This is an optimization exercise on Yosys and OpenROAD, whose aim is small area, a short achievable clock period and few clock cycles per item, not a production implementation.
The clock port is modelled as an ideal driver, which makes a skipped or thinned clock tree look cheaper than it is; a real chip needs a root buffer or a tree.
Power figures rest on the tool's default switching activity, not on a simulated workload.

==> flow/design.v <==
`timescale 1ns/10ps
module LBP (
	input  clk,
	input  reset,
	output reg [13:0] gray_addr,
	output reg        gray_req,
	input             gray_ready,
	input      [7:0]  gray_data,
	output reg        lbp_valid,
	output reg [13:0] lbp_addr,
	output reg [7:0]  lbp_data,
	output reg        finish
);
	localparam H = 8;            
	wire [6:0] row = gray_addr[13:7];
	wire [6:0] col = gray_addr[6:0];
	reg  [2:0] s;                
	reg        endc;             
	reg        ends;             
	reg        last;             
	wire [6:0] row_step = {{4{endc}}, {2{ends}}, 1'b1};
	reg run;
	always @(posedge clk) begin
		if (reset) begin
			gray_req  <= 1'b0;
			run       <= 1'b0;
			lbp_valid <= 1'b0;
			finish    <= 1'b0;
		end else begin
			gray_req  <= gray_ready & ~finish & ~(gray_req & last);
			run       <= gray_ready & ~finish & ~(run & last);
			lbp_valid <= run & (s >= 3'd2) & (col >= 7'd2);
			if (run & last) finish <= 1'b1;
		end
	end
	always @(posedge clk) begin
		if (run) begin
			{gray_addr[6:0], s} <= {col, s} + 10'd1;
			gray_addr[13:7] <= row + row_step;
		end else begin
			{gray_addr, s} <= 17'd0;
		end
	end
	always @(posedge clk) begin
		endc <= (s == 3'd6);
		ends <= (s == 3'd6) & (col == 7'd127);
		last <= (s == 3'd6) & (col == 7'd127) & (row == 7'd126);
	end
	reg [7:0] d [0:H];
	integer i;
	always @(posedge clk) begin
		d[0] <= gray_data;
		for (i = 1; i <= H; i = i + 1) d[i] <= d[i-1];
	end
	function [1:0] cmp3;
		input [7:0] a, b;
		reg [7:0] g1, p1;
		reg [3:0] g2, p2;
		reg [1:0] g4, p4;
		reg       g8, p8;
		integer k;
		begin
			g1 = a & ~b; p1 = a | ~b;
			for (k = 0; k < 4; k = k + 1) begin
				g2[k] = g1[2*k+1] | (p1[2*k+1] & g1[2*k]);
				p2[k] = p1[2*k+1] & p1[2*k];
			end
			for (k = 0; k < 2; k = k + 1) begin
				g4[k] = g2[2*k+1] | (p2[2*k+1] & g2[2*k]);
				p4[k] = p2[2*k+1] & p2[2*k];
			end
			g8 = g4[1] | (p4[1] & g4[0]);
			p8 = p4[1] & p4[0];
			cmp3 = {g8 | p8, ~g8};
		end
	endfunction
	function [1:0] cmp3f;
		input [7:0] a, b;
		reg [7:0] g1, p1;
		reg [1:0] g4, p4;
		reg       g8, p8;
		integer k;
		begin
			g1 = a & ~b; p1 = a | ~b;
			for (k = 0; k < 2; k = k + 1) begin
				g4[k] = g1[4*k+3] | (p1[4*k+3] & g1[4*k+2]) | (p1[4*k+3] & p1[4*k+2] & g1[4*k+1])
				      | (p1[4*k+3] & p1[4*k+2] & p1[4*k+1] & g1[4*k]);
				p4[k] = &p1[4*k+3 -: 4];
			end
			g8 = g4[1] | (p4[1] & g4[0]);
			p8 = p4[1] & p4[0];
			cmp3f = {g8 | p8, ~g8};
		end
	endfunction
	wire [7:0] c = d[H];
	wire ge_dg, le_dg, ge_hz, le_hz, ge_ad, le_ad, ge_vt, le_vt;
	assign {ge_dg, le_dg} = cmp3f(gray_data, c);
	assign {ge_hz, le_hz} = cmp3f(d[0], c);
	assign {ge_ad, le_ad} = cmp3f(d[1], c);
	assign {ge_vt, le_vt} = cmp3f(d[H-1], c);
	reg [H:0]   q_dg;    
	reg [H-1:0] q_hz;
	reg [H-2:0] q_ad;
	reg         q_vt;
	always @(posedge clk) begin
		q_dg <= {q_dg[H-1:0], le_dg};
		q_hz <= {q_hz[H-2:0], le_hz};
		q_ad <= {q_ad[H-3:0], le_ad};
		q_vt <= le_vt;
	end
	always @(posedge clk) begin
		lbp_addr <= {row - 7'd1, col - 7'd1};
		lbp_data <= {ge_dg, ge_vt, q_ad[H-2], ge_hz, q_hz[H-1], ge_ad, q_vt, q_dg[H]};
	end
endmodule
export LEC_CHECK = 0
export ABC_AREA = 1
export CAP_MARGIN = 20
export CORE_MARGIN = 2
export CORE_UTILIZATION = 60
export SETUP_SLACK_MARGIN = 2.55
export SLEW_MARGIN = 20
create_clock -name core_clock -period 4.0 [get_ports {clk}]
standard.sh (not shown) runs the stock make flow with config.mk's settings and CLKGATE_MAP_FILE= SYNTH_SCRIPT=/design/flow/synth_recipe.tcl, a recipe that flattens the netlist after the stock synthesis.
==> flow/flow/run.sh <==
#!/bin/bash
# The standard layout, with plain buf_1 port buffers and a two-level
# inverter clock tree: after CTS, flow/mytree2.tcl replaces the tree with
# N1 first-level inverters fed from the clock port and N2 second-level
# inverters, each driving one cluster of flip-flops. Timing repair then
# runs after global routing as usual.
set -euo pipefail
HERE=$(pwd)
bash standard.sh finish \
  "BUFFER_PORTS_ARGS=-buffer_cell sky130_fd_sc_hd__buf_1" \
  "SKIP_CTS_REPAIR_TIMING=1" \
  "POST_CTS_TCL=$HERE/flow/mytree2.tcl" \
  "MYTREE_N1=4" "MYTREE_N2=8"  > standard_flow.log 2>&1
Other scripts of this flow, unchanged in this note and not shown: flow/flow/mytree2.tcl
Rerun with:
--- a/flow/design.v
+++ b/flow/design.v
@@ -16,28 +16,25 @@
 	wire [6:0] col = gray_addr[6:0];
 	reg  [2:0] s;                
 	reg        endc;             
 	reg        ends;             
 	reg        last;             
 	wire [6:0] row_step = {{4{endc}}, {2{ends}}, 1'b1};
-	reg run;
 	always @(posedge clk) begin
 		if (reset) begin
 			gray_req  <= 1'b0;
-			run       <= 1'b0;
 			lbp_valid <= 1'b0;
 			finish    <= 1'b0;
 		end else begin
 			gray_req  <= gray_ready & ~finish & ~(gray_req & last);
-			run       <= gray_ready & ~finish & ~(run & last);
-			lbp_valid <= run & (s >= 3'd2) & (col >= 7'd2);
-			if (run & last) finish <= 1'b1;
+			lbp_valid <= gray_req & (s >= 3'd2) & (col >= 7'd2);
+			if (gray_req & last) finish <= 1'b1;
 		end
 	end
 	always @(posedge clk) begin
-		if (run) begin
+		if (gray_req) begin
 			{gray_addr[6:0], s} <= {col, s} + 10'd1;
 			gray_addr[13:7] <= row + row_step;
 		end else begin
 			{gray_addr, s} <= 17'd0;
 		end
 	end
@@ -92,15 +89,15 @@
 			cmp3f = {g8 | p8, ~g8};
 		end
 	endfunction
 	wire [7:0] c = d[H];
 	wire ge_dg, le_dg, ge_hz, le_hz, ge_ad, le_ad, ge_vt, le_vt;
 	assign {ge_dg, le_dg} = cmp3f(gray_data, c);
-	assign {ge_hz, le_hz} = cmp3f(d[0], c);
-	assign {ge_ad, le_ad} = cmp3f(d[1], c);
-	assign {ge_vt, le_vt} = cmp3f(d[H-1], c);
+	assign {ge_hz, le_hz} = cmp3(d[0], c);
+	assign {ge_ad, le_ad} = cmp3(d[1], c);
+	assign {ge_vt, le_vt} = cmp3(d[H-1], c);
 	reg [H:0]   q_dg;    
 	reg [H-1:0] q_hz;
 	reg [H-2:0] q_ad;
 	reg         q_vt;
 	always @(posedge clk) begin
 		q_dg <= {q_dg[H-1:0], le_dg};
Result:
- The changed run finished clean
- worst setup slack got worse by 7.0 ps
- final area came out lower by about 1.3%
- sequential share of layout area came out higher by 0.40 points
- combinational power fell by about 4%
- total power falls by about 0.5%
- wire length fell by about 2.2%
No functional check of the RTL was part of any run of this note. In every run of this note, the design's own scripts or RTL, not TritonCTS, make the clock network.

## what the ideal ports hide
The flow's constraints put no driver on any port. The routed layouts listed below were extracted and timed again, unchanged, in two steps.
Step 1, drivers: a clkbuf_16 drives clk and a buf_2 each remaining input, both assumed.
Step 2, shift: input delay + t, output delay - t, t = (earliest + latest rising clock arrival at the registers) / 2. This alone moves slack from input paths to output paths.
Three values: no drivers, after step 1, after step 2; two values: the first two.
run | shift t [ns] | slack for setup (ns) | hold WS [ns] | worst data-port slew with drivers (ns) | cell pins on the clock port's net
the first run | 0.254 | 2.576 / 2.429 / 2.460 | 0.327 / 0.327 / 0.327 | 0.03 | 4
the second run | 0.251 | 2.569 / 2.423 / 2.490 | 0.324 / 0.324 / 0.324 | 0.03 | 4
After both steps setup and hold are still met in every run listed. For the first run, which loses most, drivers alone change the setup slack by -0.147 ns; drivers and shift together by -0.116 ns.
